Background: an optimization exercise with open tools, aiming at small area. Do not read the settings as production practice.
RTL that was checked went through simulation tests only; none was proved equivalent to the original.
Only the layout flow was run in runs 1 and 2; the RTL was not checked for function there.
Power is estimated from default activity; no workload was simulated.

[design/flow/run.sh]
#!/bin/bash
# synth_recipe.tcl (not shown) runs the flow's synth.tcl, then flattens the netlist and writes it again
# the make line also repeats each setting of config.mk as NAME=value (left out here)
make -C /OpenROAD-flow-scripts/flow DESIGN_CONFIG=/design/flow/config.mk WORK_HOME=/design/flow/orfs CLKGATE_MAP_FILE= SYNTH_SCRIPT=/design/flow/synth_recipe.tcl finish
[design/flow/config.mk]
export PLATFORM = sky130hd
export DESIGN_NAME = CannyEdge
export DESIGN_NICKNAME = CannyEdge
export VERILOG_FILES = /design/flow/design.v
export SDC_FILE = /design/flow/constraint.sdc
export NUM_CORES = 4
export LEC_CHECK = 0
export CAP_MARGIN = 20
export CORE_MARGIN = 2
export CORE_UTILIZATION = 40
export CTS_BUF_LIST = sky130_fd_sc_hd__clkbuf_16
export CTS_CLUSTER_DIAMETER = 80
export CTS_CLUSTER_SIZE = 24
export GPL_TIMING_DRIVEN = 0
export SLEW_MARGIN = 20
[design/flow/constraint.sdc]
create_clock -name core_clock -period 12.0 [get_ports {clk}]
set_input_delay 2.4000 -clock core_clock [delete_from_list [all_inputs] [get_ports {clk}]]
set_output_delay 2.4000 -clock core_clock [all_outputs]
set_load 0.01 [all_outputs]
[design/flow/design.v]
module CannyEdge(dAddrRegRow, dAddrRegCol, bWE, bCE, InData, OutData,
	OPMode, bOPEnable, dReadReg, dWriteReg, clk, rst_b);
input  [2:0] dAddrRegRow, dAddrRegCol;
input        bWE, bCE;
input  [7:0] InData;
output [7:0] OutData;
reg    [7:0] OutData;
input  [2:0] OPMode;
input        bOPEnable;
input  [3:0] dReadReg, dWriteReg;
input        clk, rst_b;
function [15:0] add;
	input [15:0] a, b;
	input ci;
	integer k;
	reg c;
	begin
		c = ci;
		for (k = 0; k < 16; k = k + 1) begin
			add[k] = a[k] ^ b[k] ^ c;
			c = (a[k] & b[k]) | (c & (a[k] ^ b[k]));
		end
	end
endfunction
function geq;
	input [13:0] a, b;
	integer k;
	reg c;
	begin
		c = 1'b1;
		for (k = 0; k < 14; k = k + 1)
			c = (a[k] & ~b[k]) | (c & (a[k] | ~b[k]));
		geq = c;
	end
endfunction
reg [7:0] X [0:24];
reg [1:0] y6;             
reg [7:0] zf;             
reg [2:0] cnt;            
reg [14:0] acc;           
reg [10:0] gx, gy;        
reg        flag;          
reg        thr;           
wire op   = bCE & ~bOPEnable;
wire act  = op & ~(cnt[2] & cnt[0]);
wire m_g  = (OPMode == 3'd0);
wire m_s  = (OPMode == 3'd1);
wire m_n  = (OPMode == 3'd2);
wire m_h  = (OPMode == 3'd3);
wire wr   = ~bCE & ~bWE;
wire rd   = ~bCE & bWE;
wire c_0  = (cnt == 3'd0);
wire c_1  = (cnt == 3'd1);
wire c_2  = (cnt == 3'd2);
wire c_3  = (cnt == 3'd3);
always @(posedge clk or negedge rst_b)
	if (!rst_b) cnt <= 3'd0;
	else if (op) cnt <= (cnt == 3'd5) ? cnt : cnt + 3'd1;
	else cnt <= 3'd0;
reg        mnh;
always @(posedge clk) mnh <= (OPMode[2:1] == 2'b01);
wire       d0 = (y6 == 2'd0);
wire [2:0] osel = (mnh & c_1 & ~d0) ? 3'd0 : (mnh & c_2 & d0) ? 3'd1 : cnt;
wire [2:0] ncol = c_1 ? (d0 ? 3'd0 : {1'b0, ~y6}) : (d0 ? 3'd2 : {1'b0, y6} - 3'd1);
reg  [4:0] rdec, cdec, odec, ndec;
always @* begin
	rdec = 5'd0; cdec = 5'd0; odec = 5'd0; ndec = 5'd0;
	case (dAddrRegRow)
	3'd0: rdec[0] = 1'b1;
	3'd1: rdec[1] = 1'b1;
	3'd2: rdec[2] = 1'b1;
	3'd3: rdec[3] = 1'b1;
	3'd4: rdec[4] = 1'b1;
	default: ;
	endcase
	case (dAddrRegCol)
	3'd0: cdec[0] = 1'b1;
	3'd1: cdec[1] = 1'b1;
	3'd2: cdec[2] = 1'b1;
	3'd3: cdec[3] = 1'b1;
	3'd4: cdec[4] = 1'b1;
	default: ;
	endcase
	case (osel)
	3'd0: odec[0] = 1'b1;
	3'd1: odec[1] = 1'b1;
	3'd2: odec[2] = 1'b1;
	3'd3: odec[3] = 1'b1;
	default: odec[4] = 1'b1;
	endcase
	case (ncol)
	3'd0: ndec[0] = 1'b1;
	3'd1: ndec[1] = 1'b1;
	3'd2: ndec[2] = 1'b1;
	3'd3: ndec[3] = 1'b1;
	default: ndec[4] = 1'b1;
	endcase
end
wire [4:0] rs = bCE ? odec : rdec;
wire [4:0] cs = bCE ? ndec : cdec;
wire [7:0] rb0 = ({8{rs[0]}} & X[0])  | ({8{rs[1]}} & X[5])  | ({8{rs[2]}} & X[10]) | ({8{rs[3]}} & X[15]) | ({8{rs[4]}} & X[20]);
wire [7:0] rb1 = ({8{rs[0]}} & X[1])  | ({8{rs[1]}} & X[6])  | ({8{rs[2]}} & X[11]) | ({8{rs[3]}} & X[16]) | ({8{rs[4]}} & X[21]);
wire [7:0] rb2 = ({8{rs[0]}} & X[2])  | ({8{rs[1]}} & X[7])  | ({8{rs[2]}} & X[12]) | ({8{rs[3]}} & X[17]) | ({8{rs[4]}} & X[22]);
wire [7:0] rb3 = ({8{rs[0]}} & X[3])  | ({8{rs[1]}} & X[8])  | ({8{rs[2]}} & X[13]) | ({8{rs[3]}} & X[18]) | ({8{rs[4]}} & X[23]);
wire [7:0] rb4 = ({8{rs[0]}} & X[4])  | ({8{rs[1]}} & X[9])  | ({8{rs[2]}} & X[14]) | ({8{rs[3]}} & X[19]) | ({8{rs[4]}} & X[24]);
wire [7:0] xr  = ({8{cs[0]}} & rb0) | ({8{cs[1]}} & rb1) | ({8{cs[2]}} & rb2) | ({8{cs[3]}} & rb3) | ({8{cs[4]}} & rb4);
wire [8:0]  gP  = add(rb0, rb4, 1'b0);
wire [8:0]  gQ  = add(rb1, rb3, 1'b0);
wire [9:0]  gPQ = add(gP, gQ, 1'b0);
wire [9:0]  gQR = add(gQ, {rb2, 1'b0}, 1'b0);
wire [11:0] gS  = add(gPQ, {gQR, 1'b0}, 1'b0);
wire [10:0] gE1 = add(gPQ, {rb2, 1'b0}, 1'b0);
wire [14:0] gsh = c_2 ? {gS, 2'b00} : cnt[0] ? {gS, 1'b0} : {3'b000, gS};
wire [14:0] gE  = c_2 ? ~{5'd0, gQ, 1'b0} : cnt[0] ? {4'd0, gE1} : 15'd0;
wire [14:0] acp = c_0 ? 15'd0 : acc;
wire [14:0] accn = acp + gsh + gE + {14'd0, c_2};
always @(posedge clk)
	if (act & m_g) acc <= accn;
wire [7:0]  gres = acc[14:7];
wire        c_4 = (cnt == 3'd4);
wire        sx = gx[10], sy = gy[10];
wire        nx = c_3 & sx, ny = c_3 & sy;
wire [10:0] dd = add({3'b000, rb2}, ~{3'b000, rb0}, 1'b1);
wire [10:0] ss = add(add(rb0, rb2, 1'b0), {rb1, 1'b0}, 1'b0);
wire [10:0] gxa = c_0 ? 11'd0 : {gx[10] & ~c_4, gx[9:0]} ^ {11{nx}};
wire [10:0] gxb = c_3 ? 11'd0 : c_1 ? {dd[9:0], 1'b0} : c_4 ? gy : dd;
wire [10:0] gya = c_0 ? 11'd0 : (gy ^ {11{ny}});
wire [10:0] gyb = c_3 ? 11'd0 : c_2 ? ~ss : ss;
wire [10:0] gxn = add(gxa, gxb, nx);
wire [10:0] gyn = add(gya, gyb, c_2 | ny);
wire [9:0]  ax = gx[9:0];
wire [9:0]  ay = gy[9:0];
wire        ng = gx[10];
wire [13:0] m5 = add(ax, {ax, 2'b00}, ng);
wire [13:0] m1 = add(ax, 16'd0, ng);
wire        c0  = geq(m1, {ay, 1'b0});
wire        c90 = ~geq(m5, {ay, 1'b0});
wire [1:0]  dcode = c0 ? 2'd0 : c90 ? 2'd2 : {ng, 1'b1};
always @(posedge clk)
	if (act & m_s) begin
		gx <= {c_3 ? sx ^ sy : gxn[10], gxn[9:0]};
		if (~cnt[0] | c_3) gy <= {gyn[10:2], c_4 ? dcode : gyn[1:0]};
	end
wire [7:0]  dirv = {gy[1] & gy[0], gy[1] & ~gy[0], ~gy[1] & gy[0], gy[1] & ~gy[0],
                    gy[1] ^ gy[0], gy[0], gy[1], gy[0]};
wire [7:0] x6 = X[6];
wire       ge6 = geq(x6, xr);
reg        za, zb;
always @* begin
	case (y6)
	2'd0: begin za = zf[3]; zb = zf[4]; end
	2'd1: begin za = zf[2]; zb = zf[5]; end
	2'd2: begin za = zf[1]; zb = zf[6]; end
	default: begin za = zf[0]; zb = zf[7]; end
	endcase
end
wire       hi = (xr[7:4] != 4'd0) | (xr[3:0] == 4'hf);
wire       nmsw = act & m_n & c_2;
wire       ok = flag & ge6;
always @(posedge clk)
	flag <= OPMode[0] ? (hi | za) : ge6;
always @(posedge clk)
	if (act & m_h & c_2)
		thr <= (x6 >= 8'd15) | ((x6 > 8'd10) & (flag | hi | zb));
wire [7:0] wd = bCE ? 8'd0 : InData;
wire       ca = nmsw & ok;
wire [3:0] dd4 = {y6 == 2'd3, y6 == 2'd2, y6 == 2'd1, d0};
wire [24:0] clr = {12'd0, ca & dd4[3], ca & dd4[2], ca & dd4[1], 2'd0,
                   ca & dd4[0], nmsw & ~ok, ca & dd4[0], 2'd0,
                   ca & dd4[1], ca & dd4[2], ca & dd4[3]};
wire       wx = wr & (dWriteReg == 4'd0);
integer i;
always @(posedge clk) begin
	for (i = 0; i < 25; i = i + 1)
		if ((wx & rdec[i / 5] & cdec[i % 5]) | clr[i])
			X[i] <= wd;
end
always @(posedge clk)
	if (wr & (dWriteReg == 4'd1) & rdec[1] & cdec[1]) y6 <= InData[1:0];
wire zone = (InData == 8'd1);
wire wz   = wr & (dWriteReg == 4'd2);
always @(posedge clk) begin
	if (wz & rdec[0] & cdec[0]) zf[0] <= zone;
	if (wz & rdec[0] & cdec[1]) zf[1] <= zone;
	if (wz & rdec[0] & cdec[2]) zf[2] <= zone;
	if (wz & rdec[1] & cdec[0]) zf[3] <= zone;
	if (wz & rdec[1] & cdec[2]) zf[4] <= zone;
	if (wz & rdec[2] & cdec[0]) zf[5] <= zone;
	if (wz & rdec[2] & cdec[1]) zf[6] <= zone;
	if (wz & rdec[2] & cdec[2]) zf[7] <= zone;
end
always @(posedge clk)
	if (rd)
		case (dReadReg)
		4'd0: OutData <= gres;
		4'd1: OutData <= gx[10:3];
		4'd2: OutData <= dirv;
		4'd3: OutData <= xr;
		4'd4: OutData <= {7'd0, thr};
		default: ;
		endcase
endmodule
==> qor.tcl, run 1 <==
set qor(drt.antenna.violating_nets) 0
set qor(clock.fmax_mhz) 87.06
set qor(worst_r2r_endpoint) {acc[14]$_DFFE_PP_}
set qor(category_of_the_most_critical_setup_path) {in -> reg}
set qor(wl_mm) 46.16
set qor(critical_path.max_stage_delay_ns) 0.55
set qor(power.share.sequential_pct) 31.5
set qor(power.density_nw_per_um2) 197.8
set qor(timing.critical_path.from_type) {input port}
set qor(total_power_consumption_of_the_routed_design_uw) 3530
set qor(synth.largest_area_cell) {sky130_fd_sc_hd__edfxtp_1}
set qor(n_diodes) 0
set qor(final_period_minus_worst_setup_slack_ns) 11.49
set qor(cts_inserted_buffers) 16
set qor(die_area_sq_um) 41990
set qor(clock_tree.root_cell) {sky130_fd_sc_hd__clkbuf_16}
set qor(numPortBuffers) 34
set qor(number_of_enable_flip_flop_cells_after_synthesis) 256
set qor(setup_viol) 0
set qor(clock_tree_from_tritoncts) {built}
set qor(holdCritPathClass) {reg -> reg}
set qor(synthTopCellsByCount) {sky130_fd_sc_hd__edfxtp_1, sky130_fd_sc_hd__nand2_1, sky130_fd_sc_hd__inv_1}
set qor(slew_headroom_pct) 25.63
set qor(io_pins) 38
set qor(ys_top_cells_by_area) {sky130_fd_sc_hd__edfxtp_1, sky130_fd_sc_hd__fa_1, sky130_fd_sc_hd__ha_1}
set qor(detail_route.wl_per_cell_um) 23.50
set qor(drc) 0
set qor(ir_drop_uv) 188.6
set qor(wire_length_of_the_first_global_routing_pass_mm) 69.49
set qor(yosysWarningCount) 2
set qor(routed-via-count) 11283
set qor(yosys_register_bits) 261
set qor(final_cells) 1964
set qor(worst_slew_pin_slew_ns) 1.105
set qor(grt_antenna_before_repair) 1
set qor(max_cap_viol_count) 0
set qor(maximum_number_of_pins_on_one_net_before_global_route_repair) 26
set qor(floorplan.die.height_um) 204.9
set qor(synthArstFlopShare_pct) 1.149
set qor(power.leakage_uw) 0.006400
set qor(holdBufCountCts) 0
set qor(core_region_area_sq_um) 39820
set qor(drt_first_iter_violations) 1238
set qor(fin_skew_ns) 0.04248
set qor(outcome) {complete, no violations}
set qor(vias_per_cell) 5.745
set qor(final_max_slew_viol_count) 0
set qor(holdPathStages) 1
set qor(clock-sinks) 261
set qor(worstPathArrival_ns) 11.73
set qor(die_w_um) 204.9
set qor(htree_num_levels) 1
set qor(groute.usage.overall_pct) 22.37
set qor(clkSlewWorstSetupHoldPaths_ns) 0.08
set qor(synth_area_per_cell_sq_um) 11.79
set qor(synth.top_cell.area_share_pct) 47.61
set qor(clock_tree.buffer_depth) 3
set qor(reg2reg_depth) 33
set qor(r2r_start) {cnt[0]$_DFFE_PN0P_}
set qor(cpMaxStageDelayCell) {sky130_fd_sc_hd__fa_1}
set qor(clkPwrFrac_pct) 17.0
set qor(cell_area_after_technology_mapping_sq_um) 16150
set qor(clock_insertion_delay_worst_skew_ns) 0.53
set qor(crit_top_cell) {sky130_fd_sc_hd__fa_1}
set qor(rows) 73
set qor(initial_core_util_pct) 40.55
set qor(synth.distinct_cells) 81
set qor(worstSetupEndpointType) {flop}
set qor(worstHoldStart) {acc[13]$_DFFE_PP_}
set qor(synthFlopType) {sky130_fd_sc_hd__edfxtp_1}
set qor(period_share_pct) 95.72
set qor(place_hpwl_mm) 34.63
set qor(grt-ovfl-total) 0
set qor(critical_path_required_ns) 12.24
set qor(p_comb_share_pct) 51.6
set qor(synth_cells) 1370
set qor(timing_hold_violations_final) 0
set qor(min_to) {OutData[6]$_DFFE_PP_}
set qor(power.net_switching_uw) 1356
set qor(num-fill-cells) 3737
set qor(grt_pass1_vias) 11451
set qor(final_layout_size_suffix_gt1_share_pct) 7.922
set qor(worst-r2r-setup-slack_ns) 1.15
set qor(placed_cells) 1935
set qor(timing.setup.tns_ns) 0
set qor(synth.yosys.seq_area_share_pct) 48.32
set qor(power_report.internal_total_uw) 2174
set qor(synth_fp_nets) 1560
set qor(top_count_cell_post_synth) {sky130_fd_sc_hd__edfxtp_1}
set qor(globalplace.congestion) 0.8855
set qor(rsz0062_at_grt) {false}
set qor(critical_path_peak_fanout) 10
set qor(p_sw_share_pct) 38.41
set qor(area_delta_synth_final_pct) 10.54
set qor(total_nets_final) 1619
set qor(drt_first_pass_iters) 8
-- power by group through the flow --
stage | logic, uW | clock network [uW] | registers (uW)
floorplan | 1390 | 0 | 1130
global placement | 1740 | 0 | 1130
detailed placement | 1790 | 0 | 1130
CTS | 1800 | 603 | 1110
global route | 2100 | 636 | 1110
finish | 1820 | 599 | 1110
-- worst max-delay path, delay by kind of cell --
family | cells | cell delay [ns]
AO/OA/AOI/OAI | 8 | 1.31
adder cells (fa/ha/maj) | 14 | 6.29
buffers and inverters | 6 | 0.87
AND/OR/NAND/NOR | 5 | 0.84
-- worst max-delay path by stage --
stage,from,to,cells after the start
after CTS,dAddrRegRow[0],acc[14]$_DFFE_PP_,32
after global routing,dAddrRegRow[2],acc[14]$_DFFE_PP_,33
after global placement,bCE,acc[14]$_DFFE_PP_,32
final,bCE,acc[14]$_DFFE_PP_,33
after detailed placement,bCE,acc[14]$_DFFE_PP_,32
after floorplan,dAddrRegRow[2],acc[14]$_DFFE_PP_,32
-- kinds of logic after synthesis --
family,Yosys count,share of synthesized area (%)
mux,13,0.8136
fa+ha+maj,174,18.08
xor+xnor,45,2.441
compound gates,297,14.47
buf+inv,198,4.835
flops,261,48.32
simple gates,382,11.04
-- metal layers --
metal | wire length (um) | GRT usage [%]
met1 | 19230 | 29.54
met2 | 21870 | 37.23
met3 | 3360 | 3.866
met4 | 1698 | 7.760
met5 | 0 | 0
-- layout by cell type, fill, tap and decap left out, types with 10 or more instances in the layout --
master                            instances
sky130_fd_sc_hd__a21o_1                  10
sky130_fd_sc_hd__nor2_1                  98
sky130_fd_sc_hd__edfxtp_1               256
sky130_fd_sc_hd__a221oi_1                14
sky130_fd_sc_hd__clkdlybuf4s50_1         32
sky130_fd_sc_hd__and2_1                  12
sky130_fd_sc_hd__fa_1                   102
sky130_fd_sc_hd__clkbuf_1                31
sky130_fd_sc_hd__maj3_2                  10
sky130_fd_sc_hd__inv_1                  137
sky130_fd_sc_hd__nor2b_1                 23
sky130_fd_sc_hd__nand2_1                144
sky130_fd_sc_hd__mux2i_1                 12
sky130_fd_sc_hd__a222oi_1                38
sky130_fd_sc_hd__clkbuf_16               16
sky130_fd_sc_hd__nand3_1                 20
sky130_fd_sc_hd__nor3_1                  15
sky130_fd_sc_hd__buf_2                   14
sky130_fd_sc_hd__ha_1                    58
sky130_fd_sc_hd__xnor2_1                 37
sky130_fd_sc_hd__a22o_1                  13
sky130_fd_sc_hd__a21oi_1                 39
sky130_fd_sc_hd__o21ai_0                 43
sky130_fd_sc_hd__a22oi_1                 37
-- flip-flops by register name, summed over array words and instances, names as in the netlist --
name,count
mnh,1
zf,8
gx,11
gy,11
acc,15
cnt,3
y6,2
X,200
OutData,8
flag,1
thr,1
-- repair_timing --
item | 4_1_cts | 5_1_grt
resized for setup | 17 | 14
setup endpoints to repair | 5 | 5
buffers inserted | 1 | 1
pin swaps | 2 | 2
-- metrics by stage --
| step | utilization, % | hold WS, ns | worst slack (ns) | instance area (sq um) |
|---|---|---|---|---|
| 2_1_floorplan | - | 0.5333 | 0.6961 | 16150 |
| 3_3_place_gp | 43.05 | 0.5992 | -1.079 | 17150 |
| 3_5_place_dp | 43.31 | 0.6006 | -1.172 | 17250 |
| 4_1_cts | 44.72 | 0.6297 | 0.05852 | 17810 |
| 5_1_grt | 44.82 | 0.6480 | 0.09494 | 17850 |
| 6_report | 44.82 | 0.6193 | 0.5131 | 17850 |
-- area by class of cell --
class                           count  area (sq um)  share of cell area, %
Timing Repair Buffer               42         416.7                  2.334
Tap cell                          525         656.9                  3.680
Clock buffer                       16         400.4                  2.243
Buffer                             64         296.5                  1.661
Multi-Input combinational cell    911          7655                  42.89
Inverter                          133         499.2                  2.797
Sequential cell                   261          7802                  43.71
Clock inverter                     12         122.6                 0.6870
==> run 2, diff against run 1 <==
--- a/design/flow/design.v
+++ b/design/flow/design.v
@@ -39,5 +39,7 @@
 reg [2:0] cnt;            
 reg [14:0] acc;           
-reg [10:0] gx, gy;        
+reg [14:0] sb;            
+wire [10:0] gx = sb[10:0];
+wire [10:0] gy = {sb[14:11], acc[6:0]};
 reg        flag;          
 reg        thr;           
@@ -117,4 +119,5 @@
 always @(posedge clk)
 	if (act & m_g) acc <= accn;
+	else if (wgy) acc[6:0] <= gyw[6:0];
 wire [7:0]  gres = acc[14:7];
 wire        c_4 = (cnt == 3'd4);
@@ -137,11 +140,14 @@
 wire        c90 = ~geq(m5, {ay, 1'b0});
 wire [1:0]  dcode = c0 ? 2'd0 : c90 ? 2'd2 : {ng, 1'b1};
+wire        wgy = act & m_s & (~cnt[0] | c_3);
+wire [10:0] gyw = {gyn[10:9], c_4 ? dcode : gyn[8:7], gyn[6:0]};
 always @(posedge clk)
 	if (act & m_s) begin
-		gx <= {c_3 ? sx ^ sy : gxn[10], gxn[9:0]};
-		if (~cnt[0] | c_3) gy <= {gyn[10:2], c_4 ? dcode : gyn[1:0]};
+		sb[10:0] <= {c_3 ? sx ^ sy : gxn[10], gxn[9:0]};
+		if (wgy) sb[14:11] <= gyw[10:7];
 	end
-wire [7:0]  dirv = {gy[1] & gy[0], gy[1] & ~gy[0], ~gy[1] & gy[0], gy[1] & ~gy[0],
-                    gy[1] ^ gy[0], gy[0], gy[1], gy[0]};
+wire [1:0]  dc = gy[8:7];
+wire [7:0]  dirv = {dc[1] & dc[0], dc[1] & ~dc[0], ~dc[1] & dc[0], dc[1] & ~dc[0],
+                    dc[1] ^ dc[0], dc[0], dc[1], dc[0]};
 wire [7:0] x6 = X[6];
 wire       ge6 = geq(x6, xr);
--- a/design/flow/config.mk
+++ b/design/flow/config.mk
@@ -12,4 +12,3 @@
 export CTS_CLUSTER_DIAMETER = 80
 export CTS_CLUSTER_SIZE = 24
-export GPL_TIMING_DRIVEN = 0
 export SLEW_MARGIN = 20
==> qor.tcl, run 2 <==
set qor(largest_register_ff_count) 200
set qor(initial_core_util_pct) 40.55
set qor(power_report.internal_total_uw) 2245
set qor(total_power_consumption_of_the_routed_design_uw) 3639
set qor(drc) 0
set qor(clock_tree.root_cell) {sky130_fd_sc_hd__clkbuf_16}
set qor(cts_inserted_buffers) 17
set qor(setup_viol) 0
set qor(largest_registers) {X: 200 flops, acc: 15 flops, sb: 15 flops}
set qor(drt_first_iter_violations) 1167
set qor(post_cts.resized_instances) 0
set qor(grt_antenna_before_repair) 0
set qor(synth-adder-area-share_pct) 17.91
set qor(rsz0062_at_grt) {false}
set qor(synth_cells) 1395
set qor(die_w_um) 204.9
set qor(outcome) {complete, no violations}
set qor(clock-sinks) 254
set qor(synth.top_cell.area_share_pct) 46.30
set qor(layout.cells.most_common_list) {sky130_fd_sc_hd__edfxtp_1, sky130_fd_sc_hd__nand2_1, sky130_fd_sc_hd__inv_1}
set qor(yosysWarningCount) 2
set qor(worstSetupEndpointType) {flop}
set qor(io_pins) 38
set qor(ys_top_cells_by_area) {sky130_fd_sc_hd__edfxtp_1, sky130_fd_sc_hd__fa_1, sky130_fd_sc_hd__ha_1}
set qor(grt-ovfl-total) 0
set qor(timing.setup.tns_ns) 0
set qor(post-cts-setup-buffer-count) 0
set qor(ir_drop_uv) 141.2
set qor(num-fill-cells) 3668
set qor(die_area_sq_um) 42000
set qor(holdBufCountCts) 0
set qor(place_hpwl_mm) 35.84
set qor(top_count_cell_post_synth) {sky130_fd_sc_hd__edfxtp_1}
set qor(vias_per_cell) 5.689
set qor(groute.usage.overall_pct) 23.00
set qor(floorplan.die.height_um) 204.9
set qor(synth-compound-area-share_pct) 13.25
set qor(synth.distinct_cells) 89
set qor(reg2reg_depth) 32
set qor(p_comb_share_pct) 54.1
set qor(number_of_enable_flip_flop_cells_after_synthesis) 249
set qor(share_of_cell_area_taken_by_muxes_after_synthesis_pct) 2.301
set qor(commonest_non_fill_non_tap_cell_in_the_layout) {sky130_fd_sc_hd__edfxtp_1}
set qor(critical_path.max_stage_delay_ns) 0.59
set qor(wire_length_of_the_first_global_routing_pass_mm) 71.71
set qor(area_delta_synth_final_pct) 11.81
set qor(routed-via-count) 11367
set qor(final_period_minus_worst_setup_slack_ns) 11.48
set qor(synth.yosys.seq_area_share_pct) 47.01
set qor(timing_hold_violations_final) 0
set qor(preCtsSetupSlack_ns) -0.01773
set qor(layout.cell_area.non_filler_sq_um) 18060
set qor(power.leakage_uw) 0.006566
set qor(wl_mm) 47.39
set qor(fin_skew_ns) 0.01708
set qor(worst_slew_pin_slew_ns) 1.198
set qor(power.net_switching_uw) 1394
set qor(synthFlopType) {sky130_fd_sc_hd__edfxtp_1}
set qor(synthTopCellsByCount) {sky130_fd_sc_hd__edfxtp_1, sky130_fd_sc_hd__nand2_1, sky130_fd_sc_hd__inv_1}
set qor(power.density_nw_per_um2) 201.5
set qor(synthArstFlopShare_pct) 1.181
set qor(holdPathStages) 1
set qor(numPortBuffers) 37
set qor(cell_area_after_technology_mapping_sq_um) 16150
set qor(clock_tree.buffer_depth) 3
set qor(grt_pass1_vias) 11548
set qor(yosys_register_bits) 254
set qor(clkPwrFrac_pct) 16.8
set qor(p_sw_share_pct) 38.31
set qor(clkSlewWorstSetupHoldPaths_ns) 0.09
set qor(slew_headroom_pct) 20.13
set qor(place_area_sq_um) 17510
set qor(total_nets_final) 1657
set qor(simple_gate_fraction_of_synth_area_pct) 12.33
set qor(period_share_pct) 95.68
set qor(maximum_number_of_pins_on_one_net_before_global_route_repair) 39
set qor(holdCritPathClass) {reg -> reg}
set qor(final_max_slew_viol_count) 0
set qor(crit_top_cell) {sky130_fd_sc_hd__fa_1}
set qor(category_of_the_most_critical_setup_path) {in -> reg}
set qor(globalplace.congestion) 0.9615
set qor(max_cap_viol_count) 0
set qor(critical_path_required_ns) 12.26
set qor(largest_register) {X}
set qor(synth_xor_area_share_pct) 2.386
set qor(synth.largest_area_cell) {sky130_fd_sc_hd__edfxtp_1}
set qor(synth_area_per_cell_sq_um) 11.58
set qor(clock_insertion_delay_worst_skew_ns) 0.53
set qor(worstPathArrival_ns) 11.74
set qor(cpMaxStageDelayCell) {sky130_fd_sc_hd__fa_1}
set qor(core_region_area_sq_um) 39820
set qor(drt.antenna.violating_nets) 0
set qor(drt_first_pass_iters) 6
set qor(rows) 73
set qor(fin_worst_hold_slack_ns) 0.5772
set qor(htree_num_levels) 1
set qor(clock.fmax_mhz) 87.10
set qor(power.share.sequential_pct) 29.1
set qor(timing.critical_path.from_type) {input port}
set qor(synth_fp_nets) 1585
set qor(critical_path_peak_fanout) 12
set qor(postLayoutSetupSlackWorst_ns) 0.5183
set qor(n_diodes) 0
set qor(main_combinational_cell_family_by_area_after_synthesis) {adder cells}
set qor(detail_route.wl_per_cell_um) 23.72
set qor(final_layout_size_suffix_gt1_share_pct) 9.640
set qor(clock_tree_from_tritoncts) {built}
run 2: cell types whose count changed in the layout (fill, tap and decap cells not counted), sizes merged, moves of 11 or more:
| cell | before | now |
|---|---|---|
| a222oi | 38 | 23 |
| a211oi | 7 | 19 |
| clkbuf | 53 | 17 |
| nand2 | 145 | 133 |
| mux2 | 1 | 14 |
| o21ai | 47 | 58 |
| a22oi | 37 | 19 |
| a221oi | 16 | 4 |
| buf | 36 | 79 |
run 2: worst max-delay path: cells and delay by family:
kind	cells	cell delay, ns
AOI/OAI and AO/OA	7	1.41
adders and majority gates	15	6.43
buffers and inverters	6	0.95
and+or+nand+nor	3	0.55
run 2: layer usage:
metal,up-vias,track usage [%],share of wire [%]
li1,5202,-,-
met1,5667,31.23,43
met2,409,37.17,46
met3,89,4.709,7.9
met4,0,7.040,3.2
met5,-,0,0
run 2: final cells by class:
| type | count | area, sq um | area share, % |
|---|---|---|---|
| sequential | 254 | 7592 | 42.05 |
| timing repair buffer | 116 | 975.9 | 5.405 |
| inverter | 129 | 484.2 | 2.682 |
| clock inverter | 8 | 108.9 | 0.6029 |
| clock buffer | 17 | 425.4 | 2.356 |
| tap | 525 | 656.9 | 3.638 |
| multi-input combinational | 949 | 7812 | 43.27 |
run 2: worst paths after layout:
kind	from	endpoint	slack, ns
setup / recovery	bCE	acc[14]$_DFFE_PP_	0.52
hold / removal	acc[11]$_DFFE_PP_	OutData[4]$_DFFE_PP_	0.58
setup reg to reg	cnt[0]$_DFFE_PN0P_	acc[14]$_DFFE_PP_	1.48
hold reg to reg	acc[11]$_DFFE_PP_	OutData[4]$_DFFE_PP_	0.58
max in group asynchronous	rst_b	cnt[1]$_DFFE_PN0P_	9.79
min in group asynchronous	rst_b	cnt[2]$_DFFE_PN0P_	2.06
run 2: logic make-up after synthesis:
group                    Yosys count
AO/OA/AOI/OAI                    290
XOR/XNOR                          44
adder cells (fa/ha/maj)          171
buffers and inverters            192
flip-flops                       254
multiplexers                      35
AND/OR/NAND/NOR                  409
run 2: power by group through the flow:
stage	clock, uW	sequential (uW)	combinational [uW]
after floorplan	0	1070	1480
after global placement	0	1080	1950
after detailed placement	0	1080	1980
final	611	1060	1970
after global routing	650	1060	2250
after CTS	621	1060	1990
run 2: metrics by stage:
stage | std cells | utilization, %
floorplan | 1395 | -
global placement | 1973 | 43.94
detailed placement | 1973 | 43.96
CTS | 1998 | 45.31
global route | 1998 | 45.34
finish | 1998 | 45.34
==> run 3, diff against run 2 <==
--- a/design/flow/design.v
+++ b/design/flow/design.v
@@ -42,4 +42,6 @@
 wire [10:0] gx = sb[10:0];
 wire [10:0] gy = {sb[14:11], acc[6:0]};
+wire        wgy;          
+wire [10:0] gyw;          
 reg        flag;          
 reg        thr;           
@@ -140,6 +142,6 @@
 wire        c90 = ~geq(m5, {ay, 1'b0});
 wire [1:0]  dcode = c0 ? 2'd0 : c90 ? 2'd2 : {ng, 1'b1};
-wire        wgy = act & m_s & (~cnt[0] | c_3);
-wire [10:0] gyw = {gyn[10:9], c_4 ? dcode : gyn[8:7], gyn[6:0]};
+assign      wgy = act & m_s & (~cnt[0] | c_3);
+assign      gyw = {gyn[10:9], c_4 ? dcode : gyn[8:7], gyn[6:0]};
 always @(posedge clk)
 	if (act & m_s) begin
==> design/flow/flow/run.sh (new file) <==
#!/bin/bash
set -o pipefail
cat standard.sh > standard_copy.log 2>&1
export BUFFER_PORTS_ARGS="-buffer_cell sky130_fd_sc_hd__buf_1"
bash standard.sh > standard.log 2>&1
==> design/flow/standard.sh (new file) <==
#!/bin/bash
# synth_recipe.tcl (not shown) runs the flow's synth.tcl, then flattens the netlist and writes it again
# the make line also repeats each setting of config.mk as NAME=value (left out here)
make -C /OpenROAD-flow-scripts/flow DESIGN_CONFIG=/design/flow/config.mk WORK_HOME=/design/flow/orfs CLKGATE_MAP_FILE= SYNTH_SCRIPT=/design/flow/synth_recipe.tcl "${@:-finish}"
--- a/design/flow/config.mk
+++ b/design/flow/config.mk
@@ -12,3 +12,4 @@
 export CTS_CLUSTER_DIAMETER = 80
 export CTS_CLUSTER_SIZE = 24
+export GPL_TIMING_DRIVEN = 0
 export SLEW_MARGIN = 20
removed: design/flow/run.sh
==> qor.tcl, run 3 <==
set qor(synth_area_per_cell_sq_um) 11.58
set qor(cpMaxStageDelayCell) {sky130_fd_sc_hd__fa_1}
set qor(core_region_area_sq_um) 39820
set qor(timing_hold_violations_final) 0
set qor(n_diodes) 0
set qor(drt.antenna.violating_nets) 0
set qor(yosysWarningCount) 2
set qor(synth.top_cell.area_share_pct) 46.30
set qor(drt_first_pass_iters) 6
set qor(place_hpwl_mm) 36.87
set qor(critical_path.startpoint) {dAddrRegRow[1]}
set qor(routed-via-count) 11540
set qor(worstSetupEndpointType) {flop}
set qor(clock_tree.root_cell) {sky130_fd_sc_hd__clkbuf_16}
set qor(vias_per_cell) 5.787
set qor(worst_slew_pin_slew_ns) 1.134
set qor(synth.yosys.seq_area_share_pct) 47.01
set qor(timing.critical_path.from_type) {input port}
set qor(critical_path_required_ns) 12.24
set qor(fin_skew_ns) 0.03791
set qor(grt_pass1_vias) 11238
set qor(initial_core_util_pct) 40.55
set qor(final_layout_size_suffix_gt1_share_pct) 8.101
set qor(power.density_nw_per_um2) 199.0
set qor(critical_path.max_stage_delay_ns) 0.60
set qor(top_count_cell_post_synth) {sky130_fd_sc_hd__edfxtp_1}
set qor(grt_antenna_before_repair) 0
set qor(total_nets_final) 1653
set qor(htree_num_levels) 1
set qor(largest_registers) {X: 200 flops, acc: 15 flops, sb: 15 flops}
set qor(wire_length_of_the_first_global_routing_pass_mm) 71.08
set qor(postLayoutSetupSlackWorst_ns) 0.3229
set qor(synth_cells) 1395
set qor(drt_first_iter_violations) 1132
set qor(commonest_non_fill_non_tap_cell_in_the_layout) {sky130_fd_sc_hd__edfxtp_1}
set qor(die_w_um) 204.9
set qor(final_max_slew_viol_count) 0
set qor(synthTopCellsByCount) {sky130_fd_sc_hd__edfxtp_1, sky130_fd_sc_hd__nand2_1, sky130_fd_sc_hd__inv_1}
set qor(groute.usage.overall_pct) 22.88
set qor(clock_tree.buffer_depth) 3
set qor(area_delta_synth_final_pct) 9.948
set qor(yosys_register_bits) 254
set qor(period_share_pct) 97.31
set qor(power_report.internal_total_uw) 2159
set qor(critical_path_peak_fanout) 10
set qor(power.leakage_uw) 0.006338
set qor(layout.cell_area.non_filler_sq_um) 17760
set qor(synth.largest_area_cell) {sky130_fd_sc_hd__edfxtp_1}
set qor(clkPwrFrac_pct) 17.0
set qor(synth_fp_nets) 1585
set qor(layout.cells.most_common_list) {sky130_fd_sc_hd__edfxtp_1, sky130_fd_sc_hd__nand2_1, sky130_fd_sc_hd__inv_1}
set qor(clkSlewWorstSetupHoldPaths_ns) 0.08
set qor(grt-ovfl-total) 0
set qor(maximum_number_of_pins_on_one_net_before_global_route_repair) 25
set qor(clock_tree_from_tritoncts) {built}
set qor(io_pins) 38
set qor(number_of_enable_flip_flop_cells_after_synthesis) 249
set qor(crit_top_cell) {sky130_fd_sc_hd__fa_1}
set qor(power.net_switching_uw) 1375
set qor(detail_route.wl_per_cell_um) 23.98
set qor(worstHoldStart) {acc[11]$_DFFE_PP_}
set qor(synthFlopType) {sky130_fd_sc_hd__edfxtp_1}
set qor(final_period_minus_worst_setup_slack_ns) 11.68
set qor(rows) 73
set qor(numPortBuffers) 35
set qor(ir_drop_uv) 157.0
set qor(r2r_start) {cnt[0]$_DFFE_PN0P_}
set qor(cts_inserted_buffers) 17
set qor(drc) 0
set qor(floorplan.die.height_um) 204.9
set qor(holdBufCountCts) 0
set qor(ys_top_cells_by_area) {sky130_fd_sc_hd__edfxtp_1, sky130_fd_sc_hd__fa_1, sky130_fd_sc_hd__ha_1}
set qor(p_sw_share_pct) 38.91
set qor(power.share.sequential_pct) 29.9
set qor(outcome) {complete, no violations}
set qor(setup_viol) 0
set qor(largest_register) {X}
set qor(wl_mm) 47.83
set qor(slew_headroom_pct) 23.71
set qor(largest_register_ff_count) 200
set qor(final_cells) 1994
set qor(max_cap_viol_count) 0
set qor(place_area_sq_um) 17140
set qor(synthArstFlopShare_pct) 1.181
set qor(clock_insertion_delay_worst_skew_ns) 0.53
set qor(placed_cells) 1968
set qor(preCtsSetupSlack_ns) -0.8551
set qor(worstPathArrival_ns) 11.92
set qor(die_area_sq_um) 42000
set qor(clock.fmax_mhz) 85.64
set qor(synth.distinct_cells) 89
set qor(fin_worst_hold_slack_ns) 0.6036
set qor(p_comb_share_pct) 53.1
set qor(globalplace.congestion) 0.9088
set qor(holdCritPathClass) {reg -> reg}
set qor(category_of_the_most_critical_setup_path) {in -> reg}
set qor(cell_area_after_technology_mapping_sq_um) 16150
set qor(clock-sinks) 254
==> run 3: cell counts after synthesis <==
No cell type changed its count.
==> run 3: path summary, 6_finish.rpt <==
| path | slack, ns | end | depth (start not counted) |
|---|---|---|---|
| setup / recovery | 0.32 | acc[14]$_DFFE_PP_ | 31 |
| hold / removal | 0.60 | OutData[4]$_DFFE_PP_ | 1 |
| setup reg to reg | 1.12 | acc[14]$_DFFE_PP_ | 30 |
| hold reg to reg | 0.60 | OutData[4]$_DFFE_PP_ | 1 |
| max in group asynchronous | 10.17 | cnt[0]$_DFFE_PN0P_ | 1 |
| min in group asynchronous | 1.68 | cnt[1]$_DFFE_PN0P_ | 1 |
==> run 3: routing by layer <==
| metal | global-route usage [%] | part of all wire [%] |
|---|---|---|
| met5 | 0 | 0 |
| met4 | 7.657 | 3.7 |
| met3 | 3.277 | 7.0 |
| met2 | 38.01 | 47 |
| met1 | 30.82 | 42 |
==> run 3: cells by family after synthesis <==
kind of cell | synth area share [%]
compound gates | 13.25
buf+inv | 4.811
xor+xnor | 2.386
fa+ha+maj | 17.91
simple gates | 12.33
mux | 2.301
flops | 47.01
==> run 3: power by group through the flow <==
stage / Clock (uW) / Sequential, uW / Combinational, uW
CTS: 610 / 1060 / 1880
detailed placement: 0 / 1080 / 1860
global route: 637 / 1060 / 2150
floorplan: 0 / 1070 / 1480
finish: 601 / 1060 / 1880
global placement: 0 / 1080 / 1830
==> run 3: area by class of cell <==
cell class                 count  area, sq um
multi-input combinational    949         7903
sequential                   254         7592
buffer                        61        296.5
clock inverter                 8        92.59
inverter                     129        484.2
fill                        3692        22070
tap                          525        656.9
clock buffer                  17        425.4
timing repair buffer          51        305.3
==> run 3: per-stage QoR <==
step                       TNS, ns  utilization (%)  power, uW
after floorplan                  0                -       2547
after global placement      -3.552            42.53       2906
after detailed placement    -3.978            43.05       2939
after CTS                        0            44.38       3545
after global routing      -0.01833            44.59       3841
final                            0            44.59       3534
==> run 3: timing repair <==
item / CTS / global route
pin swaps: 1 / 2
setup endpoints to repair: 5 / 5
gates cloned: 0 / 0
buffers inserted: 1 / 2
gates resized for setup: 2 / 14
==> run 3: critical path: cells and delay by family <==
family | cells | cell delay, ns
fa+ha+maj | 14 | 6.47
buf+inv | 6 | 1.09
simple gates | 3 | 0.43
compound gates | 8 | 1.54
==> run 4, diff against run 3 <==
--- a/design/flow/config.mk
+++ b/design/flow/config.mk
@@ -8,5 +8,5 @@
 export CAP_MARGIN = 20
 export CORE_MARGIN = 2
-export CORE_UTILIZATION = 40
+export CORE_UTILIZATION = 55
 export CTS_BUF_LIST = sky130_fd_sc_hd__clkbuf_16
 export CTS_CLUSTER_DIAMETER = 80
==> qor.tcl, run 4 <==
set qor(outcome) {complete, no violations}
set qor(main_combinational_cell_family_by_area_after_synthesis) {adder cells}
set qor(die_w_um) 175.4
set qor(synth_xor_area_share_pct) 2.386
set qor(drt_first_iter_violations) 1136
set qor(clock-sinks) 254
set qor(num-fill-cells) 2415
set qor(worst_slew_pin_slew_ns) 1.192
set qor(clkSlewWorstSetupHoldPaths_ns) 0.08
set qor(power.density_nw_per_um2) 200.7
set qor(power.leakage_uw) 0.006320
set qor(period_share_pct) 97.20
set qor(cell_area_after_technology_mapping_sq_um) 16150
set qor(clock_tree.buffer_depth) 3
set qor(simple_gate_fraction_of_synth_area_pct) 12.33
set qor(numPortBuffers) 35
set qor(timing.critical_path.from_type) {input port}
set qor(ir_drop_uv) 157.6
set qor(synthFlopType) {sky130_fd_sc_hd__edfxtp_1}
set qor(wl_mm) 47.34
set qor(vias_per_cell) 6.232
set qor(clock_tree.root_cell) {sky130_fd_sc_hd__clkbuf_16}
set qor(largest_registers) {X: 200 flops, acc: 15 flops, sb: 15 flops}
set qor(wire_length_of_the_first_global_routing_pass_mm) 71.11
set qor(synthTopCellsByCount) {sky130_fd_sc_hd__edfxtp_1, sky130_fd_sc_hd__nand2_1, sky130_fd_sc_hd__inv_1}
set qor(fin_skew_ns) 0.02264
set qor(synth.yosys.seq_area_share_pct) 47.01
set qor(synth_cells) 1395
set qor(synth-adder-area-share_pct) 17.91
set qor(setup_viol) 0
set qor(r2r_start) {cnt[0]$_DFFE_PN0P_}
set qor(timing_hold_violations_final) 0
set qor(postLayoutSetupSlackWorst_ns) 0.3364
set qor(worstSetupEndpoint) {acc[14]$_DFFE_PP_}
set qor(core_region_area_sq_um) 28780
set qor(commonest_non_fill_non_tap_cell_in_the_layout) {sky130_fd_sc_hd__edfxtp_1}
set qor(drt.antenna.violating_nets) 0
set qor(critical_path_required_ns) 12.23
set qor(preCtsSetupSlack_ns) -0.7965
set qor(routed-via-count) 11529
set qor(layout.cells.most_common_list) {sky130_fd_sc_hd__edfxtp_1, sky130_fd_sc_hd__nand2_1, sky130_fd_sc_hd__inv_1}
set qor(max_cap_viol_count) 0
set qor(critical_path_peak_fanout) 10
set qor(yosys_register_bits) 254
set qor(final_period_minus_worst_setup_slack_ns) 11.66
set qor(drt_first_pass_iters) 6
set qor(die_area_sq_um) 30750
set qor(synth_area_per_cell_sq_um) 11.58
set qor(reg2reg_depth) 34
set qor(crit_top_cell) {sky130_fd_sc_hd__fa_1}
set qor(synth_fp_nets) 1585
set qor(timing.setup.tns_ns) 0
set qor(htree_num_levels) 1
set qor(largest_register) {X}
set qor(drc) 0
set qor(critical_path.max_stage_delay_ns) 0.59
set qor(largest_register_ff_count) 200
set qor(category_of_the_most_critical_setup_path) {in -> reg}
set qor(cpMaxStageDelayCell) {sky130_fd_sc_hd__fa_1}
set qor(grt_pass1_vias) 11667
set qor(groute.usage.overall_pct) 31.42
set qor(clock.fmax_mhz) 85.74
set qor(rows) 62
set qor(place_hpwl_mm) 36.54
set qor(synth-compound-area-share_pct) 13.25
set qor(grt-ovfl-total) 0
set qor(ys_top_cells_by_area) {sky130_fd_sc_hd__edfxtp_1, sky130_fd_sc_hd__fa_1, sky130_fd_sc_hd__ha_1}
set qor(worstPathArrival_ns) 11.89
set qor(synthArstFlopShare_pct) 1.181
set qor(detail_route.wl_per_cell_um) 25.59
set qor(clock_tree_from_tritoncts) {built}
set qor(holdCritPathClass) {reg -> reg}
set qor(synth.top_cell.area_share_pct) 46.30
set qor(number_of_enable_flip_flop_cells_after_synthesis) 249
set qor(worstSetupEndpointType) {flop}
set qor(synth.largest_area_cell) {sky130_fd_sc_hd__edfxtp_1}
set qor(cts_inserted_buffers) 16
set qor(total_nets_final) 1651
set qor(floorplan.die.height_um) 175.4
set qor(final_layout_size_suffix_gt1_share_pct) 7.776
set qor(critical_path.startpoint) {dAddrRegRow[1]}
set qor(worst_r2r_endpoint) {acc[14]$_DFFE_PP_}
set qor(clock_insertion_delay_worst_skew_ns) 0.52
set qor(yosysWarningCount) 2
set qor(io_pins) 38
set qor(grt_antenna_before_repair) 0
set qor(globalplace.congestion) 0.9191
set qor(share_of_cell_area_taken_by_muxes_after_synthesis_pct) 2.301
set qor(final_max_slew_viol_count) 0
set qor(fin_worst_hold_slack_ns) 0.6423
set qor(slew_headroom_pct) 19.78
set qor(maximum_number_of_pins_on_one_net_before_global_route_repair) 26
set qor(initial_core_util_pct) 56.11
set qor(area_delta_synth_final_pct) 8.647
set qor(top_count_cell_post_synth) {sky130_fd_sc_hd__edfxtp_1}
set qor(synth.distinct_cells) 89
set qor(worst-r2r-setup-slack_ns) 1.12
set qor(n_diodes) 0
-- run 4: final cells by class --
type                       instances  area (sq um)  area share, %
buffer                            61         297.8          1.697
sequential                       254          7592          43.27
clock buffer                      16         400.4          2.282
multi-input combinational        949          7901          45.03
tap                              384         480.5          2.738
timing repair buffer              50         279.0          1.590
clock inverter                     7         110.1         0.6275
inverter                         129         484.2          2.760
-- run 4: metrics by stage --
step,util (%),std cells,instance area (sq um),power [uW]
floorplan,-,1395,16150,2547
global placement,58.24,1814,16760,2917
detailed placement,58.77,1823,16920,2957
CTS,60.56,1845,17430,3526
global route,60.96,1850,17550,3820
finish,60.96,1850,17550,3522
-- run 4: per-layer routing --
layer | global-route usage, % | share of wire, %
met1 | 40.74 | 40
met2 | 53.63 | 48
met3 | 4.913 | 7.4
met4 | 11.67 | 4.2
met5 | 0 | 0
-- run 4: worst min-delay path by stage --
stage,start,endpoint,slack [ns],cells after the start
floorplan,acc[13]$_DFFE_PP_,OutData[6]$_DFFE_PP_,0.53,1
global placement,acc[9]$_DFFE_PP_,OutData[2]$_DFFE_PP_,0.64,1
detailed placement,acc[10]$_DFFE_PP_,OutData[3]$_DFFE_PP_,0.61,1
CTS,acc[14]$_DFFE_PP_,OutData[7]$_DFFE_PP_,0.65,1
global route,acc[10]$_DFFE_PP_,OutData[3]$_DFFE_PP_,0.68,1
finish,acc[14]$_DFFE_PP_,OutData[7]$_DFFE_PP_,0.64,1
-- run 4: power breakdown --
group          switching [uW]  total [uW]  internal (uW)
clock                     307         582            275
sequential               14.4        1060           1040
combinational            1050        1880            827
total                    1370        3520           2150
-- run 4: critical path, delay by kind of cell --
kind / cells / cell delay, ns
AO/OA/AOI/OAI: 8 / 1.60
adder cells (fa/ha/maj): 14 / 6.43
buffers and inverters: 5 / 0.95
AND/OR/NAND/NOR: 3 / 0.47
-- run 4: cell families after synthesis --
group | after synthesis
AND/OR/NAND/NOR | 409
AO/OA/AOI/OAI | 290
flip-flops | 254
buffers and inverters | 192
adder cells (fa/ha/maj) | 171
XOR/XNOR | 44
multiplexers | 35
-- run 4: repair_timing --
| item | CTS | global route |
|---|---|---|
| setup buffers | 0 | 6 |
| pin swaps | 0 | 3 |
| resized for setup | 2 | 16 |
| endpoints found under the setup margin | 4 | 5 |
| hold buffers | 0 | 0 |
==> run 5, diff against run 4 <==
==> design/flow/config.mk (replaced) <==
export PLATFORM = sky130hd
export DESIGN_NAME = CannyEdge
export DESIGN_NICKNAME = CannyEdge
export VERILOG_FILES = /design/flow/design.v
export SDC_FILE = /design/flow/constraint.sdc
export NUM_CORES = 4
export LEC_CHECK = 0
export CAP_MARGIN = 5
export CORE_MARGIN = 2
export CORE_UTILIZATION = 40
export CTS_BUF_LIST = sky130_fd_sc_hd__clkbuf_16
export CTS_CLUSTER_DIAMETER = 80
export CTS_CLUSTER_SIZE = 24
export PLACE_DENSITY = 0.75
export SLEW_MARGIN = 5
==> qor.tcl, run 5 <==
set qor(htree_num_levels) 1
set qor(critical_path.max_stage_delay_ns) 0.60
set qor(n_diodes) 0
set qor(worstHoldStart) {acc[7]$_DFFE_PP_}
set qor(clock_tree_from_tritoncts) {built}
set qor(cell_area_after_technology_mapping_sq_um) 16150
set qor(yosys_register_bits) 254
set qor(drt_first_iter_violations) 1262
set qor(worstPathArrival_ns) 11.71
set qor(worstSetupEndpointType) {flop}
set qor(drt.antenna.violating_nets) 0
set qor(ir_drop_uv) 174.3
set qor(ys_top_cells_by_area) {sky130_fd_sc_hd__edfxtp_1, sky130_fd_sc_hd__fa_1, sky130_fd_sc_hd__ha_1}
set qor(yosysWarningCount) 2
set qor(placed_cells) 1945
set qor(power.density_nw_per_um2) 198.6
set qor(wl_mm) 44.54
set qor(worst_slew_pin_slew_ns) 1.368
set qor(crit_top_cell) {sky130_fd_sc_hd__fa_1}
set qor(outcome) {complete, no violations}
set qor(holdCritPathClass) {reg -> reg}
set qor(die_w_um) 204.9
set qor(post-cts-setup-buffer-count) 0
set qor(postLayoutSetupSlackWorst_ns) 0.5980
set qor(worst-r2r-setup-slack_ns) 1.14
set qor(synthTopCellsByCount) {sky130_fd_sc_hd__edfxtp_1, sky130_fd_sc_hd__nand2_1, sky130_fd_sc_hd__inv_1}
set qor(synth_fp_nets) 1585
set qor(wire_length_of_the_first_global_routing_pass_mm) 67.45
set qor(globalplace.congestion) 0.9917
set qor(period_share_pct) 95.02
set qor(rsz0062_at_grt) {false}
set qor(clock-sinks) 254
set qor(synth-compound-area-share_pct) 13.25
set qor(fin_worst_hold_slack_ns) 0.6055
set qor(detail_route.wl_per_cell_um) 22.65
set qor(synthArstFlopShare_pct) 1.181
set qor(final_max_slew_viol_count) 0
set qor(preCtsSetupSlack_ns) 0.1565
set qor(timing.setup.tns_ns) 0
set qor(groute.usage.overall_pct) 21.28
set qor(r2r_start) {cnt[0]$_DFFE_PN0P_}
set qor(die_area_sq_um) 42000
set qor(synth.distinct_cells) 89
set qor(main_combinational_cell_family_by_area_after_synthesis) {adder cells}
set qor(core_region_area_sq_um) 39820
set qor(synth.top_cell.area_share_pct) 46.30
set qor(num-fill-cells) 3675
set qor(largest_registers) {X: 200 flops, acc: 15 flops, sb: 15 flops}
set qor(setup_viol) 0
set qor(synth-adder-area-share_pct) 17.91
set qor(routed-via-count) 11607
set qor(final_period_minus_worst_setup_slack_ns) 11.40
set qor(post_cts.resized_instances) 0
set qor(synth.yosys.seq_area_share_pct) 47.01
set qor(largest_register) {X}
set qor(drc) 0
set qor(critical_path_peak_fanout) 9
set qor(total_nets_final) 1628
set qor(top_count_cell_post_synth) {sky130_fd_sc_hd__edfxtp_1}
set qor(category_of_the_most_critical_setup_path) {in -> reg}
set qor(slew_headroom_pct) 8.792
set qor(cpMaxStageDelayCell) {sky130_fd_sc_hd__fa_1}
set qor(synth.largest_area_cell) {sky130_fd_sc_hd__edfxtp_1}
set qor(worst_r2r_endpoint) {acc[13]$_DFFE_PP_}
set qor(commonest_non_fill_non_tap_cell_in_the_layout) {sky130_fd_sc_hd__edfxtp_1}
set qor(synth_area_per_cell_sq_um) 11.58
set qor(area_delta_synth_final_pct) 8.406
set qor(place_hpwl_mm) 33.61
set qor(synth_xor_area_share_pct) 2.386
set qor(synthFlopType) {sky130_fd_sc_hd__edfxtp_1}
set qor(layout.cells.most_common_list) {sky130_fd_sc_hd__edfxtp_1, sky130_fd_sc_hd__nand2_1, sky130_fd_sc_hd__inv_1}
set qor(initial_core_util_pct) 40.55
set qor(clock_insertion_delay_worst_skew_ns) 0.52
set qor(clock_tree.root_cell) {sky130_fd_sc_hd__clkbuf_16}
set qor(vias_per_cell) 5.904
set qor(drt_first_pass_iters) 6
set qor(io_pins) 38
set qor(timing.critical_path.from_type) {input port}
set qor(rows) 73
set qor(numPortBuffers) 37
set qor(grt_pass1_vias) 11502
set qor(critical_path_required_ns) 12.31
set qor(layout.cell_area.non_filler_sq_um) 17510
set qor(fin_skew_ns) 0.01580
set qor(place_area_sq_um) 17050
set qor(reg2reg_depth) 32
set qor(min_to) {OutData[0]$_DFFE_PP_}
set qor(clock.fmax_mhz) 87.70
set qor(grt-ovfl-total) 0
set qor(synth_cells) 1395
set qor(floorplan.die.height_um) 204.9
set qor(largest_register_ff_count) 200
set qor(maximum_number_of_pins_on_one_net_before_global_route_repair) 38
set qor(number_of_enable_flip_flop_cells_after_synthesis) 249
set qor(final_cells) 1966
set qor(max_cap_viol_count) 0
set qor(final_layout_size_suffix_gt1_share_pct) 7.356
set qor(clkSlewWorstSetupHoldPaths_ns) 0.09
set qor(holdPathStages) 1
set qor(grt_antenna_before_repair) 1
set qor(share_of_cell_area_taken_by_muxes_after_synthesis_pct) 2.301
set qor(holdBufCountCts) 0
set qor(timing_hold_violations_final) 0
set qor(simple_gate_fraction_of_synth_area_pct) 12.33
set qor(clock_tree.buffer_depth) 3
set qor(cts_inserted_buffers) 15
set qor(power.leakage_uw) 0.006283
[run 5: cell types whose count changed in the layout (fill, tap and decap cells not counted), sizes merged]
cell | previous run | this run
buf | 72 | 88
clkbuf | 55 | 16
inv | 129 | 131
clkinv | 6 | 2
[run 5: layout make-up]
type                       instances  area [sq um]  area share [%]
inverter                         129         484.2           2.766
multi-input combinational        949          7782           44.45
sequential                       254          7592           43.37
timing repair buffer              89         543.0           3.102
clock inverter                     5         72.57          0.4145
tap                              525         656.9           3.752
clock buffer                      15         375.4           2.144
[run 5: kinds of logic (layout without fill, tap and decap cells)]
family	Yosys count	after routing
XOR/XNOR	44	44
flip-flops	254	254
multiplexers	35	35
adder cells (fa/ha/maj)	171	171
AND/OR/NAND/NOR	409	409
buffers and inverters	192	238
AO/OA/AOI/OAI	290	290
[run 5: worst max path at each step]
stage	start	endpoint	slack, ns
floorplan	dAddrRegRow[0]	acc[14]$_DFFE_PP_	0.93
global placement	dAddrRegRow[0]	acc[13]$_DFFE_PP_	0.32
detailed placement	dAddrRegRow[0]	acc[13]$_DFFE_PP_	0.16
CTS	dAddrRegRow[0]	acc[13]$_DFFE_PP_	0.62
global route	bCE	acc[13]$_DFFE_PP_	0.13
finish	dAddrRegRow[0]	acc[13]$_DFFE_PP_	0.60
[run 5: stage by stage]
step | total power [uW] | utilization [%]
finish | 3477 | 43.96
global route | 3749 | 43.96
CTS | 3484 | 43.94
detailed placement | 2946 | 42.82
global placement | 2866 | 42.82
floorplan | 2547 | -
[run 5: where the power goes]
group	leakage [uW]	internal [uW]	total [uW]	switching, uW
registers	0.00215	1040	1050	9.77
clock network	0.000219	255	549	294
logic	0.00392	829	1870	1040
total	0.00628	2130	3480	1350
[run 5: per-layer routing]
layer / GRT usage [%] / part of all wire (%)
met5: 0 / 0
met4: 8.196 / 4.1
met3: 3.707 / 9.2
met2: 34.13 / 46
met1: 28.85 / 41
[run 5: critical path: cells and delay by family]
kind                       cells  cell delay [ns]
and+or+nand+nor                4             0.50
AOI/OAI and AO/OA              6             1.45
adders and majority gates     15             6.62
buffers and inverters          5             0.74
==> run 6, diff against run 5 <==
--- a/design/flow/config.mk
+++ b/design/flow/config.mk
@@ -12,4 +12,3 @@
 export CTS_CLUSTER_DIAMETER = 80
 export CTS_CLUSTER_SIZE = 24
-export PLACE_DENSITY = 0.75
 export SLEW_MARGIN = 5
==> qor.tcl, run 6 <==
set qor(ys_top_cells_by_area) {sky130_fd_sc_hd__edfxtp_1, sky130_fd_sc_hd__fa_1, sky130_fd_sc_hd__ha_1}
set qor(wl_mm) 46.91
set qor(route.top_layer_used) {met4}
set qor(largest_register_ff_count) 200
set qor(layout.cells.most_common_list) {sky130_fd_sc_hd__edfxtp_1, sky130_fd_sc_hd__nand2_1, sky130_fd_sc_hd__inv_1}
set qor(synthTopCellsByCount) {sky130_fd_sc_hd__edfxtp_1, sky130_fd_sc_hd__nand2_1, sky130_fd_sc_hd__inv_1}
set qor(drt_first_pass_iters) 6
set qor(final_max_slew_viol_count) 0
set qor(commonest_non_fill_non_tap_cell_in_the_layout) {sky130_fd_sc_hd__edfxtp_1}
set qor(globalplace.congestion) 0.9284
set qor(synth_area_per_cell_sq_um) 11.58
set qor(grt_pass1_vias) 11510
set qor(critical_path.max_stage_delay_ns) 0.57
set qor(maximum_number_of_pins_on_one_net_before_global_route_repair) 39
set qor(power_report.internal_total_uw) 2140
set qor(path_delay_family) {adder cells}
set qor(number_of_enable_flip_flop_cells_after_synthesis) 249
set qor(holdCritPathClass) {reg -> reg}
set qor(yosys_register_bits) 254
set qor(synth_fp_nets) 1585
set qor(fin_skew_ns) 0.01744
set qor(power.leakage_uw) 0.006293
set qor(synth.yosys.seq_area_share_pct) 47.01
set qor(io_pins) 38
set qor(synth.largest_area_cell) {sky130_fd_sc_hd__edfxtp_1}
set qor(synthFlopType) {sky130_fd_sc_hd__edfxtp_1}
set qor(drc) 0
set qor(clock_tree.buffer_depth) 3
set qor(n_diodes) 0
set qor(worst-r2r-setup-slack_ns) 1.33
set qor(worstSetupEndpointType) {flop}
set qor(final_period_minus_worst_setup_slack_ns) 11.36
set qor(rows) 73
set qor(outcome) {complete, no violations}
set qor(power.density_nw_per_um2) 198.9
set qor(routed-via-count) 11401
set qor(clock_tree_from_tritoncts) {built}
set qor(reg2reg_depth) 31
set qor(worst_r2r_endpoint) {acc[13]$_DFFE_PP_}
set qor(yosysWarningCount) 2
set qor(critical_path_peak_fanout) 14
set qor(drt_first_iter_violations) 1177
set qor(power.net_switching_uw) 1346
set qor(holdPathStages) 1
set qor(die_w_um) 204.9
set qor(timing.setup.tns_ns) 0
set qor(vias_per_cell) 5.799
set qor(synth.distinct_cells) 89
set qor(crit_buf_inv) 5
set qor(grt-ovfl-total) 0
set qor(floorplan.die.height_um) 204.9
set qor(cell_area_after_technology_mapping_sq_um) 16150
set qor(total_nets_final) 1626
set qor(rsz0062_at_grt) {false}
set qor(worstSetupEndpoint) {acc[13]$_DFFE_PP_}
set qor(die_area_sq_um) 42000
set qor(p_sw_share_pct) 38.61
set qor(area_delta_synth_final_pct) 8.561
set qor(core_region_area_sq_um) 39820
set qor(numPortBuffers) 37
set qor(ir_drop_uv) 125.7
set qor(slew_headroom_pct) 18.21
set qor(groute.usage.overall_pct) 22.54
set qor(post-cts-setup-buffer-count) 0
set qor(largest_register) {X}
set qor(r2r_start) {cnt[1]$_DFFE_PN0P_}
set qor(grt_antenna_before_repair) 1
set qor(wire_length_of_the_first_global_routing_pass_mm) 70.73
set qor(max_cap_viol_count) 0
set qor(place_hpwl_mm) 35.45
set qor(setup_viol) 0
set qor(htree_num_levels) 1
set qor(clkSlewWorstSetupHoldPaths_ns) 0.09
set qor(critical_path.startpoint) {dAddrRegRow[2]}
set qor(worstPathArrival_ns) 11.67
set qor(crit_top_cell) {sky130_fd_sc_hd__fa_1}
set qor(power.share.sequential_pct) 30.3
set qor(wl_met1_mm) 19.65
set qor(detail_route.wl_per_cell_um) 23.86
set qor(timing.critical_path.from_type) {input port}
set qor(synthArstFlopShare_pct) 1.181
set qor(post_cts.resized_instances) 0
set qor(top_count_cell_post_synth) {sky130_fd_sc_hd__edfxtp_1}
set qor(largest_registers) {X: 200 flops, acc: 15 flops, sb: 15 flops}
set qor(drt.antenna.violating_nets) 0
set qor(met3_length_mm) 3.756
set qor(layout.cell_area.non_filler_sq_um) 17530
set qor(holdBufCountCts) 0
set qor(initial_core_util_pct) 40.55
set qor(num-fill-cells) 3784
set qor(timing_hold_violations_final) 0
set qor(category_of_the_most_critical_setup_path) {in -> reg}
set qor(cpMaxStageDelayCell) {sky130_fd_sc_hd__fa_1}
set qor(clock_tree.root_cell) {sky130_fd_sc_hd__clkbuf_16}
set qor(final_layout_size_suffix_gt1_share_pct) 7.564
set qor(total_power_consumption_of_the_routed_design_uw) 3486
set qor(crit_cells) 30
set qor(p_comb_share_pct) 53.0
set qor(cts_inserted_buffers) 16
set qor(clock-sinks) 254
set qor(clock.fmax_mhz) 88.00
set qor(synth.top_cell.area_share_pct) 46.30
set qor(period_share_pct) 94.70
set qor(critical_path_required_ns) 12.31
set qor(place_area_sq_um) 17040
set qor(clock_insertion_delay_worst_skew_ns) 0.52
set qor(worst_slew_pin_slew_ns) 1.227
set qor(clkPwrFrac_pct) 16.7
set qor(synth_cells) 1395
set qor(met2WireLength_mm) 21.69
## run 6: cell count changes in the layout (fill, tap and decap cells not counted), sizes merged
cell / change
clkinv: +2
clkbuf: +1
inv: -1
buf: -3
clkinvlp: +1
## run 6: worst min-delay path by stage
stage	from	end
2_1_floorplan	acc[13]$_DFFE_PP_	OutData[6]$_DFFE_PP_
3_3_place_gp	acc[7]$_DFFE_PP_	OutData[0]$_DFFE_PP_
3_5_place_dp	acc[7]$_DFFE_PP_	OutData[0]$_DFFE_PP_
4_1_cts	acc[11]$_DFFE_PP_	OutData[4]$_DFFE_PP_
5_1_grt	acc[13]$_DFFE_PP_	OutData[6]$_DFFE_PP_
6_report	acc[12]$_DFFE_PP_	OutData[5]$_DFFE_PP_
## run 6: cell families after synthesis
| group | after synthesis | share of synthesized area [%] |
|---|---|---|
| adder cells (fa/ha/maj) | 171 | 17.91 |
| flip-flops | 254 | 47.01 |
| AND/OR/NAND/NOR | 409 | 12.33 |
| XOR/XNOR | 44 | 2.386 |
| multiplexers | 35 | 2.301 |
| buffers and inverters | 192 | 4.811 |
| AO/OA/AOI/OAI | 290 | 13.25 |
## run 6: through the flow
| step | hold WS (ns) | util [%] | instances | setup slack [ns] |
|---|---|---|---|---|
| after global placement | 0.5752 | 42.78 | 1943 | 0.3255 |
| after detailed placement | 0.5885 | 42.78 | 1943 | 0.1527 |
| after floorplan | 0.5333 | - | 1395 | 0.9288 |
| after CTS | 0.6176 | 44.02 | 1966 | 0.6422 |
| final | 0.6195 | 44.02 | 1966 | 0.6365 |
| after global routing | 0.6384 | 44.02 | 1966 | 0.1711 |
## run 6: cell type report
type                            instances  area (sq um)  share of cell area, %
Multi-Input combinational cell        949          7796                  44.47
Sequential cell                       254          7592                  43.31
Tap cell                              525         656.9                  3.747
Timing Repair Buffer                   86         508.0                  2.898
Inverter                              129         484.2                  2.762
Clock buffer                           16         400.4                  2.284
Clock inverter                          7         93.84                 0.5353
## run 6: power groups by stage
stage | sequential (uW) | combinational (uW) | clock, uW
global placement | 1080 | 1830 | 0
floorplan | 1070 | 1480 | 0
CTS | 1060 | 1860 | 593
global route | 1060 | 2120 | 618
finish | 1060 | 1850 | 583
detailed placement | 1080 | 1860 | 0
## run 6: metal layers
metal  track usage [%]  vias to the layer above
li1                  -                     5131
met4             8.479                        0
met5                 0                        -
met3             4.375                      107
met1             30.04                     5687
met2             36.51                      476

port drivers added, routing unchanged:
The results above use ideal ports. As a check the final layouts listed here were re-extracted and re-timed, cells and wires unchanged. Step 1 assumes that a clkbuf_16 drives the clock port and a buf_2 every other input. Step 2 adds t to the input delays and takes it off the output delays; t is the mean of the earliest and latest rising clock arrival at the registers after step 1. Input paths then give back, and output paths get back, about the clock's delay inside the block. Slacks: no drivers / after step 1 / after step 2; pairs: no drivers / after step 1.
run	t (ns)	slack for setup (ns)	worst register clock-pin slew, ns	worst slew at a driven data input, ns	cell pins on the clock port's net
run 1	0.562	0.513 / 0.541 / -0.021	0.10 / 0.10	0.03	1
run 2	0.573	0.518 / 0.549 / -0.023	0.10 / 0.10	0.04	1
run 3	0.561	0.323 / 0.342 / -0.219	0.10 / 0.10	0.04	1
run 4	0.558	0.336 / 0.366 / -0.192	0.09 / 0.09	0.03	1
run 5	0.559	0.598 / 0.626 / 0.067	0.10 / 0.10	0.05	1
run 6	0.572	0.636 / 0.661 / 0.089	0.10 / 0.10	0.04	1
With both steps, setup timing fails in run 1, run 2, run 3 and run 4, where it was met with ideal ports. For run 6, which loses most, drivers alone change the setup slack by +0.025 ns; drivers and shift together by -0.547 ns.
